This is an optimization exercise on Yosys and OpenROAD, whose aim is small area, a short achievable clock period and few clock cycles per item, not a production implementation.
At most, simulation tests tie the RTL to the original design; equivalence was not proved.
Power figures rest on the tool's default switching activity, not on a simulated workload.

Setup of the reference run:
Design ECC_ENC_DEC, start of the top module:
module ECC_ENC_DEC
#(
parameter DATA_WIDTH = 32,
parameter AMBA_ADDR_WIDTH = 20,
parameter AMBA_WORD = 32
)
(
input wire clk,
input wire rst,
input wire [AMBA_ADDR_WIDTH-1:0] PADDR,
input wire [AMBA_WORD-1:0] PWDATA,
input wire PENABLE,
           PSEL,
           PWRITE,
output reg [AMBA_WORD-1:0] PRDATA,
output reg [DATA_WIDTH-1:0] data_out,
output reg operation_done,
output reg [1:0] num_of_errors
);
reg [31:0] CTRL_REG, DATA_IN_REG, CODEWORD_WIDTH_REG, NOISE_REG;
reg [3:0] we;
always @(posedge clk or negedge rst) begin : wr_decode
  if (!rst) we <= 4'd0;
  else begin
    we[0] <= PSEL & ~PENABLE & PWRITE & (PADDR[3:2] == 2'b00);
    we[1] <= PSEL & ~PENABLE & PWRITE & (PADDR[3:2] == 2'b01);
    we[2] <= PSEL & ~PENABLE & PWRITE & (PADDR[3:2] == 2'b10);
    we[3] <= PSEL & ~PENABLE & PWRITE & (PADDR[3:2] == 2'b11);
  end
end
always @(posedge clk or negedge rst) begin : regs
  ...
For scale: roughly 1100 cells after synthesis, roughly 0.012 sq mm of cells after synthesis.
==> flow/config.mk <==
export PLATFORM = sky130hd
export DESIGN_NAME = ECC_ENC_DEC
export DESIGN_NICKNAME = ECC_ENC_DEC
export VERILOG_FILES = /design/flow/design.v
export SDC_FILE = /design/flow/constraint.sdc
export NUM_CORES = 4
export LEC_CHECK = 0
export CAP_MARGIN = 20
export CORE_MARGIN = 2
export CORE_UTILIZATION = 40
export CTS_CLUSTER_DIAMETER = 100
export CTS_CLUSTER_SIZE = 25
export SETUP_SLACK_MARGIN = 3.0
export SLEW_MARGIN = 20
==> flow/constraint.sdc <==
create_clock -name core_clock -period 5.0 [get_ports {clk}]
set_input_delay 1.0000 -clock core_clock [delete_from_list [all_inputs] [get_ports {clk}]]
set_output_delay 1.0000 -clock core_clock [all_outputs]
set_load 0.01 [all_outputs]
standard.sh (not shown) runs the stock make flow with config.mk's settings and CLKGATE_MAP_FILE= SYNTH_SCRIPT=/design/flow/synth_recipe.tcl, a recipe that flattens the netlist after the stock synthesis.
==> flow/flow/run.sh <==
#!/bin/bash
# The standard layout (standard.sh), with two changes to the cells it may use:
#  - the port buffers are buf_1 cells instead of the delay cell buffer_ports picks by default;
#  - the 3-input XOR/XNOR cells are added to the platform's don't-use list, so that
#    synthesis and repair build the parity trees from 2-input XOR/XNOR cells.
set -euo pipefail
export BUFFER_PORTS_ARGS="-buffer_cell sky130_fd_sc_hd__buf_1"
DU=$(make -s -C "$FLOW_HOME" DESIGN_CONFIG="$PWD/config.mk" WORK_HOME="$PWD/orfs" print-DONT_USE_CELLS 2> print.log | sed -n 's/^DONT_USE_CELLS: //p')
[ -n "$DU" ]
DU="$DU sky130_fd_sc_hd__xnor3_1 sky130_fd_sc_hd__xnor3_2 sky130_fd_sc_hd__xnor3_4 sky130_fd_sc_hd__xor3_1 sky130_fd_sc_hd__xor3_2 sky130_fd_sc_hd__xor3_4"
echo "DONT_USE_CELLS=$DU" > dont_use.txt
bash standard.sh DONT_USE_CELLS="$DU" finish > standard.log 2>&1
Testbench counts of the reference run, summed over its fixed seeds: cycles 12,384, ops 1,920.
[inputs] the trial run vs the reference run
--- a/flow/design.v
+++ b/flow/design.v
@@ -15,39 +15,32 @@
            PSEL,
            PWRITE,
 output reg [AMBA_WORD-1:0] PRDATA,
 output reg [DATA_WIDTH-1:0] data_out,
 output reg operation_done,
 output reg [1:0] num_of_errors
 );
 reg [31:0] CTRL_REG, DATA_IN_REG, CODEWORD_WIDTH_REG, NOISE_REG;
-reg [3:0] we;
-always @(posedge clk or negedge rst) begin : wr_decode
-  if (!rst) we <= 4'd0;
-  else begin
-    we[0] <= PSEL & ~PENABLE & PWRITE & (PADDR[3:2] == 2'b00);
-    we[1] <= PSEL & ~PENABLE & PWRITE & (PADDR[3:2] == 2'b01);
-    we[2] <= PSEL & ~PENABLE & PWRITE & (PADDR[3:2] == 2'b10);
-    we[3] <= PSEL & ~PENABLE & PWRITE & (PADDR[3:2] == 2'b11);
-  end
-end
+wire wr = PSEL & PENABLE & PWRITE;
 always @(posedge clk or negedge rst) begin : regs
   if (!rst) begin
     CTRL_REG <= 32'd0; DATA_IN_REG <= 32'd0; CODEWORD_WIDTH_REG <= 32'd0; NOISE_REG <= 32'd0;
-  end else begin
-    if (we[0]) CTRL_REG <= PWDATA;
-    if (we[1]) DATA_IN_REG <= PWDATA;
-    if (we[2]) CODEWORD_WIDTH_REG <= PWDATA;
-    if (we[3]) NOISE_REG <= PWDATA;
+  end else if (wr) begin
+    case (PADDR[3:2])
+      2'b00: CTRL_REG <= PWDATA;
+      2'b01: DATA_IN_REG <= PWDATA;
+      2'b10: CODEWORD_WIDTH_REG <= PWDATA;
+      default: NOISE_REG <= PWDATA;
+    endcase
   end
 end
 always @(posedge clk or negedge rst) begin : done_reg
   if (!rst) operation_done <= 1'b0;
-  else operation_done <= we[0];
+  else operation_done <= wr & (PADDR[3:2] == 2'b00);
 end
 always @(posedge clk) begin : rd
   case (PADDR[3:2])
     2'b00: PRDATA <= CTRL_REG;
     2'b01: PRDATA <= DATA_IN_REG;
     2'b10: PRDATA <= CODEWORD_WIDTH_REG;
     default: PRDATA <= NOISE_REG;
   endcase
--- outcome ---
- Summary of the trial run over the reference run: final area decreased by about 1.2% relative to the old numbers, time the final worst path needs with I/O delays and setup shows a reduction of 0.0065 ns.
- Initial antenna violation count: the trial run vs the reference run identical
- Going from the reference run to the trial run, fmax +0.33%; routed length on met1 ~0 delta.
- As far as clock network contribution to total cell area is concerned, the trial run and the reference run perform about the same.
- Compare the trial run and the reference run | multi-input logic portion of the cell area higher: the trial run
- Relative to the reference run, switching power share of the total has gone down in the trial run.
- Comparing the trial run and the reference run, hold slack is lower on the reference run.
- Via count of the first global-routing pass in the trial run is about 0.74% lower than in the reference run
- The placed instance area on the trial run is in line with that on the reference run.
Testbench counts of the trial run, summed over its fixed seeds: cycles 12,384, ops 1,920.

* * *

== old ==
Another version of the RTL of ECC_ENC_DEC (not shown whole).
Size in the first run: roughly 1000 cells after synthesis, about 230 flip-flops, ~120 I/O pins.
Settings: LEC_CHECK=0, CAP_MARGIN=20, CORE_MARGIN=2, CORE_UTILIZATION=40, CTS_CLUSTER_DIAMETER=100, CTS_CLUSTER_SIZE=25, SETUP_SLACK_MARGIN=2.95, SLEW_MARGIN=20; clock period 5.0 ns.
Scripts as last shown in full above: flow/flow/run.sh
old went all the way through the flow, and no timing, DRC or antenna check failed.
Testbench counts of old, summed over its fixed seeds: cycles 12,384, ops 1,920.
Input-level comparison between new and old:
--- a/flow/design.v
+++ b/flow/design.v
@@ -27,30 +27,23 @@
     we[0] <= PSEL & ~PENABLE & PWRITE & (PADDR[3:2] == 2'b00);
     we[1] <= PSEL & ~PENABLE & PWRITE & (PADDR[3:2] == 2'b01);
     we[2] <= PSEL & ~PENABLE & PWRITE & (PADDR[3:2] == 2'b10);
     we[3] <= PSEL & ~PENABLE & PWRITE & (PADDR[3:2] == 2'b11);
   end
 end
-always @(posedge clk or negedge rst) begin : regs
-  if (!rst) begin
-    DATA_IN_REG <= 32'd0; CODEWORD_WIDTH_REG[1:0] <= 2'd0; NOISE_REG <= 32'd0;
-  end else begin
-    if (we[1]) DATA_IN_REG <= PWDATA;
-    if (we[2]) CODEWORD_WIDTH_REG[1:0] <= PWDATA[1:0];
-    if (we[3]) NOISE_REG <= PWDATA;
-  end
-end
 reg clr_n;
 always @(posedge clk or negedge rst) begin : clear_ctl
   if (!rst) clr_n <= 1'b0;
   else clr_n <= 1'b1;
 end
 wire [31:0] wdata = PWDATA & {32{clr_n}};
-always @(posedge clk) begin : regs_rb
+always @(posedge clk) begin : regs
   if (we[0] | ~clr_n) CTRL_REG <= wdata;
-  if (we[2] | ~clr_n) CODEWORD_WIDTH_REG[31:2] <= wdata[31:2];
+  if (we[1] | ~clr_n) DATA_IN_REG <= wdata;
+  if (we[2] | ~clr_n) CODEWORD_WIDTH_REG <= wdata;
+  if (we[3] | ~clr_n) NOISE_REG <= wdata;
 end
 always @(posedge clk or negedge rst) begin : done_reg
   if (!rst) operation_done <= 1'b0;
   else operation_done <= we[0];
 end
 always @(posedge clk) begin : rd
## What came out
- new against old: simple logic cell fraction of the synthesized area climbed 1.9 points, relative area of clock buffers and inverters in the final design roughly the same, routability congestion estimate has decreased.
- new went all the way through synthesis, placement and routing and the layout is clean on timing, DRC and antenna.
- [compare] base=old new=new: clock-buffer cell count about even, synthesized area went down, area share of buffers outside the clock network rose by 2.8 points.
For new, only the layout was checked, not whether the RTL still works.

* * *

== job 6624 ==
RTL: one of the versions met above, not the one the previous note started from.
For scale: roughly 220 flip-flops, about 120 I/O pins, ~12,000 um^2 of cells after synthesis.
export LEC_CHECK = 0
export CAP_MARGIN = 20
export CORE_MARGIN = 2
export CORE_UTILIZATION = 40
export CTS_CLUSTER_DIAMETER = 100
export CTS_CLUSTER_SIZE = 25
export SETUP_SLACK_MARGIN = 2.9
export SLEW_MARGIN = 20
create_clock -name core_clock -period 5.0 [get_ports {clk}]
Scripts as last shown in full above: flow/flow/run.sh
Job 6624 reached the end of the flow, and the finished layout is clean on the timing, design-rule and antenna checks.
Testbench counts of job 6624, summed over its fixed seeds: cycles 12,384, ops 1,920.
Inputs modified between job 6624 and job 2873:
diff --git a/flow/design.v b/flow/design.v
--- a/flow/design.v
+++ b/flow/design.v
@@ -12,45 +12,38 @@
 input wire [AMBA_ADDR_WIDTH-1:0] PADDR,
 input wire [AMBA_WORD-1:0] PWDATA,
 input wire PENABLE,
            PSEL,
            PWRITE,
 output reg [AMBA_WORD-1:0] PRDATA,
 output reg [DATA_WIDTH-1:0] data_out,
 output reg operation_done,
 output reg [1:0] num_of_errors
 );
 reg [31:0] CTRL_REG, DATA_IN_REG, CODEWORD_WIDTH_REG, NOISE_REG;
-reg [3:0] we;
-always @(posedge clk or negedge rst) begin : wr_decode
-  if (!rst) we <= 4'd0;
-  else begin
-    we[0] <= PSEL & ~PENABLE & PWRITE & (PADDR[3:2] == 2'b00);
-    we[1] <= PSEL & ~PENABLE & PWRITE & (PADDR[3:2] == 2'b01);
-    we[2] <= PSEL & ~PENABLE & PWRITE & (PADDR[3:2] == 2'b10);
-    we[3] <= PSEL & ~PENABLE & PWRITE & (PADDR[3:2] == 2'b11);
-  end
-end
+wire wr = PSEL & PENABLE & PWRITE;
 always @(posedge clk or negedge rst) begin : regs
   if (!rst) begin
     CTRL_REG <= 32'd0; DATA_IN_REG <= 32'd0; CODEWORD_WIDTH_REG <= 32'd0; NOISE_REG <= 32'd0;
-  end else begin
-    if (we[0]) CTRL_REG <= PWDATA;
-    if (we[1]) DATA_IN_REG <= PWDATA;
-    if (we[2]) CODEWORD_WIDTH_REG <= PWDATA;
-    if (we[3]) NOISE_REG <= PWDATA;
+  end else if (wr) begin
+    case (PADDR[3:2])
+      2'b00: CTRL_REG <= PWDATA;
+      2'b01: DATA_IN_REG <= PWDATA;
+      2'b10: CODEWORD_WIDTH_REG <= PWDATA;
+      default: NOISE_REG <= PWDATA;
+    endcase
   end
 end
 always @(posedge clk or negedge rst) begin : done_reg
   if (!rst) operation_done <= 1'b0;
-  else operation_done <= we[0];
+  else operation_done <= wr & (PADDR[3:2] == 2'b00);
 end
 always @(posedge clk) begin : rd
   case (PADDR[3:2])
     2'b00: PRDATA <= CTRL_REG;
     2'b01: PRDATA <= DATA_IN_REG;
     2'b10: PRDATA <= CODEWORD_WIDTH_REG;
     default: PRDATA <= NOISE_REG;
   endcase
 end
 wire wS = ~CODEWORD_WIDTH_REG[1] & ~CODEWORD_WIDTH_REG[0];
 wire wM = ~CODEWORD_WIDTH_REG[1] &  CODEWORD_WIDTH_REG[0];
## What came out
On final instance area, the higher figure sits with job 6624, not job 2873. Job 2873 ended with less all-layer global routing usage than job 6624. Job 2873: PASS, flow complete, no timing, DRC or antenna violations. Diff job 6624 -> job 2873: transition time at the pin with the least slew margin has remained practically unchanged; headroom to the max-slew limit has decreased; highest ir drop seen on vdd has decreased; layout buffer count excluding clock buffers has decreased. [compare] base=job 6624 new=job 2873: area growth from synthesis to layout fell by 1.1 points; global-route wire length before repair fell by 0.97%; core area fell by 1.9%; number of instances in the synthesized netlist fell by 29.
Testbench counts of job 2873, summed over its fixed seeds: cycles 12,384, ops 1,920.

* * *

Another version of the RTL of ECC_ENC_DEC (not shown whole).
Size: about 1000 cells after synthesis, about 220 flip-flops, about 120 I/O pins.
Design ECC_ENC_DEC, start of the top module:
module ECC_ENC_DEC
#(
parameter DATA_WIDTH = 32,
parameter AMBA_ADDR_WIDTH = 20,
parameter AMBA_WORD = 32
)
(
input wire clk,
input wire rst,
input wire [AMBA_ADDR_WIDTH-1:0] PADDR,
input wire [AMBA_WORD-1:0] PWDATA,
input wire PENABLE,
           PSEL,
           PWRITE,
output reg [AMBA_WORD-1:0] PRDATA,
output reg [DATA_WIDTH-1:0] data_out,
output reg operation_done,
output reg [1:0] num_of_errors
);
==> flow/config.mk <==
export PLATFORM = sky130hd
export DESIGN_NAME = ECC_ENC_DEC
export DESIGN_NICKNAME = ECC_ENC_DEC
export VERILOG_FILES = /design/flow/design.v
export SDC_FILE = /design/flow/constraint.sdc
export NUM_CORES = 4
export LEC_CHECK = 0
export CAP_MARGIN = 20
export CORE_MARGIN = 2
export CORE_UTILIZATION = 40
export CTS_CLUSTER_DIAMETER = 100
export CTS_CLUSTER_SIZE = 25
export SETUP_SLACK_MARGIN = 2.85
export SLEW_MARGIN = 20
==> flow/constraint.sdc <==
create_clock -name core_clock -period 5.0 [get_ports {clk}]
set_input_delay 1.0000 -clock core_clock [delete_from_list [all_inputs] [get_ports {clk}]]
set_output_delay 1.0000 -clock core_clock [all_outputs]
set_load 0.01 [all_outputs]
Scripts as last shown in full above: flow/flow/run.sh
Testbench counts at the start, summed over its fixed seeds: cycles 12,384, ops 1,920.
==> next run, changes <==
--- a/flow/design.v
+++ b/flow/design.v
@@ -58,16 +58,26 @@
     2'b00: PRDATA <= CTRL_REG;
     2'b01: PRDATA <= DATA_IN_REG;
     2'b10: PRDATA <= CODEWORD_WIDTH_REG;
     default: PRDATA <= NOISE_REG;
   endcase
 end
+reg nSc, cM, cL;
+always @(posedge clk or negedge rst) begin : width_copy
+  if (!rst) begin
+    nSc <= 1'b0; cM <= 1'b0; cL <= 1'b0;
+  end else if (we[2]) begin
+    nSc <= PWDATA[1] | PWDATA[0];
+    cM <= ~PWDATA[1] & PWDATA[0];
+    cL <= PWDATA[1] & ~PWDATA[0];
+  end
+end
+wire cS = ~nSc;
 wire wS = ~CODEWORD_WIDTH_REG[1] & ~CODEWORD_WIDTH_REG[0];
 wire wM = ~CODEWORD_WIDTH_REG[1] &  CODEWORD_WIDTH_REG[0];
 wire wL =  CODEWORD_WIDTH_REG[1];
-wire cS = wS, cM = wM, cL = wL;
 wire [31:0] D = DATA_IN_REG;
 wire [31:0] N = NOISE_REG;
 wire ea0 = D[0];
 wire eb0 = D[0];
 wire eg0 = ea0;
 wire ee0 = D[0];
Effect:
- final cell count decreases slightly
- setup slack is worse by 53 ps
- hold slack is worse by 25 ps
- synthesized area stays flat
- sequential power increases by a few percent
- utilization increases by 0.46 points
Testbench counts after the change, summed over its fixed seeds: cycles 12,384, ops 1,920.

* * *

ECC_ENC_DEC again, from the RTL that the note above started with.
==> flow/design.v (excerpt) <==
module ECC_ENC_DEC
#(
parameter DATA_WIDTH = 32,
parameter AMBA_ADDR_WIDTH = 20,
parameter AMBA_WORD = 32
)
(
input wire clk,
input wire rst,
input wire [AMBA_ADDR_WIDTH-1:0] PADDR,
input wire [AMBA_WORD-1:0] PWDATA,
input wire PENABLE,
           PSEL,
           PWRITE,
output reg [AMBA_WORD-1:0] PRDATA,
output reg [DATA_WIDTH-1:0] data_out,
output reg operation_done,
output reg [1:0] num_of_errors
);
Settings: LEC_CHECK=0, CAP_MARGIN=20, CORE_MARGIN=2, CORE_UTILIZATION=40, CTS_CLUSTER_DIAMETER=100, CTS_CLUSTER_SIZE=25, SETUP_SLACK_MARGIN=2.92, SLEW_MARGIN=20; clock period 5.0 ns.
Scripts as last shown in full above: flow/flow/run.sh
Testbench counts at the start, summed over its fixed seeds: cycles 12,384, ops 1,920.
Rerun with:
--- a/flow/design.v
+++ b/flow/design.v
@@ -56,20 +56,30 @@
 always @(posedge clk) begin : rd
   case (PADDR[3:2])
     2'b00: PRDATA <= CTRL_REG;
     2'b01: PRDATA <= DATA_IN_REG;
     2'b10: PRDATA <= CODEWORD_WIDTH_REG;
     default: PRDATA <= NOISE_REG;
   endcase
 end
+reg nSc, cM, cL;
+always @(posedge clk or negedge rst) begin : width_copy
+  if (!rst) begin
+    nSc <= 1'b0; cM <= 1'b0; cL <= 1'b0;
+  end else if (we[2]) begin
+    nSc <= PWDATA[1] | PWDATA[0];
+    cM <= ~PWDATA[1] & PWDATA[0];
+    cL <= PWDATA[1] & ~PWDATA[0];
+  end
+end
+wire cS = ~nSc;
 wire wS = ~CODEWORD_WIDTH_REG[1] & ~CODEWORD_WIDTH_REG[0];
 wire wM = ~CODEWORD_WIDTH_REG[1] &  CODEWORD_WIDTH_REG[0];
 wire wL =  CODEWORD_WIDTH_REG[1];
-wire cS = wS, cM = wM, cL = wL;
 wire [31:0] D = DATA_IN_REG;
 wire [31:0] N = NOISE_REG;
 wire ea0 = D[0];
 wire eb0 = D[0];
 wire eg0 = ea0;
 wire ee0 = D[0];
 wire ea1 = (D[1] ^ D[3]);
 wire eb1 = (D[2] ^ D[3]);
Cell area rises by 0.78%.
Flip-flop and latch count rises by 3.
Clock power is about the same.
Sequential power rises by about 3%.
Setup slack improves by 0.032 ns.
Utilization rises by 0.35 points.
Routed wire length rises by 8.1%.
Via count rises by 7.6%.
Testbench counts after the change, summed over its fixed seeds: cycles 12,384, ops 1,920.

-- re-timing with driven ports --
In the flow no input, the clock included, has a driving cell. The finished layouts below were timed again as built, in two steps. Step 1: set_driving_cell puts a clkbuf_16 on clk and a buf_2 on each other input, an assumption about the parent block. Step 2 times the ports against the registers' clock, not the clock port: input delays grow and output delays shrink by t, the midpoint of the rising clock arrivals with the driver on. Slacks: ideal / step 1 / step 2; pairs: ideal / step 1.
run | t (ns) | slack for setup (ns) | latest minus earliest clock arrival (ns) | worst slew at a driven data input, ns | cell pins on the clock port's net
the reference run | 0.532 | 2.982 / 2.978 / 2.624 | 0.017 / 0.017 | 0.06 | 1
the trial run | 0.532 | 2.989 / 2.977 / 2.560 | 0.018 / 0.019 | 0.06 | 1
old | 0.517 | 2.994 / 2.958 / 2.526 | 0.026 / 0.026 | 0.06 | 1
new | 0.523 | 2.872 / 2.872 / 2.520 | 0.022 / 0.022 | 0.05 | 1
job 6624 | 0.533 | 2.986 / 2.938 / 2.542 | 0.015 / 0.016 | 0.06 | 1
job 2873 | 0.532 | 2.949 / 2.949 / 2.446 | 0.015 / 0.015 | 0.06 | 1
the first run of note 4 | 0.528 | 2.917 / 2.915 / 2.449 | 0.013 / 0.013 | 0.04 | 1
the second run of note 4 | 0.528 | 2.865 / 2.865 / 2.455 | 0.020 / 0.021 | 0.05 | 1
the first run of note 5 | 0.520 | 2.950 / 2.934 / 2.580 | 0.023 / 0.023 | 0.04 | 1
the second run of note 5 | 0.519 | 2.982 / 2.935 / 2.525 | 0.026 / 0.026 | 0.06 | 1
After both steps setup and hold are still met in every run listed. The setup slack of job 2873, which loses most, moves by 0.000 ns with the drivers and by -0.503 ns with both steps.
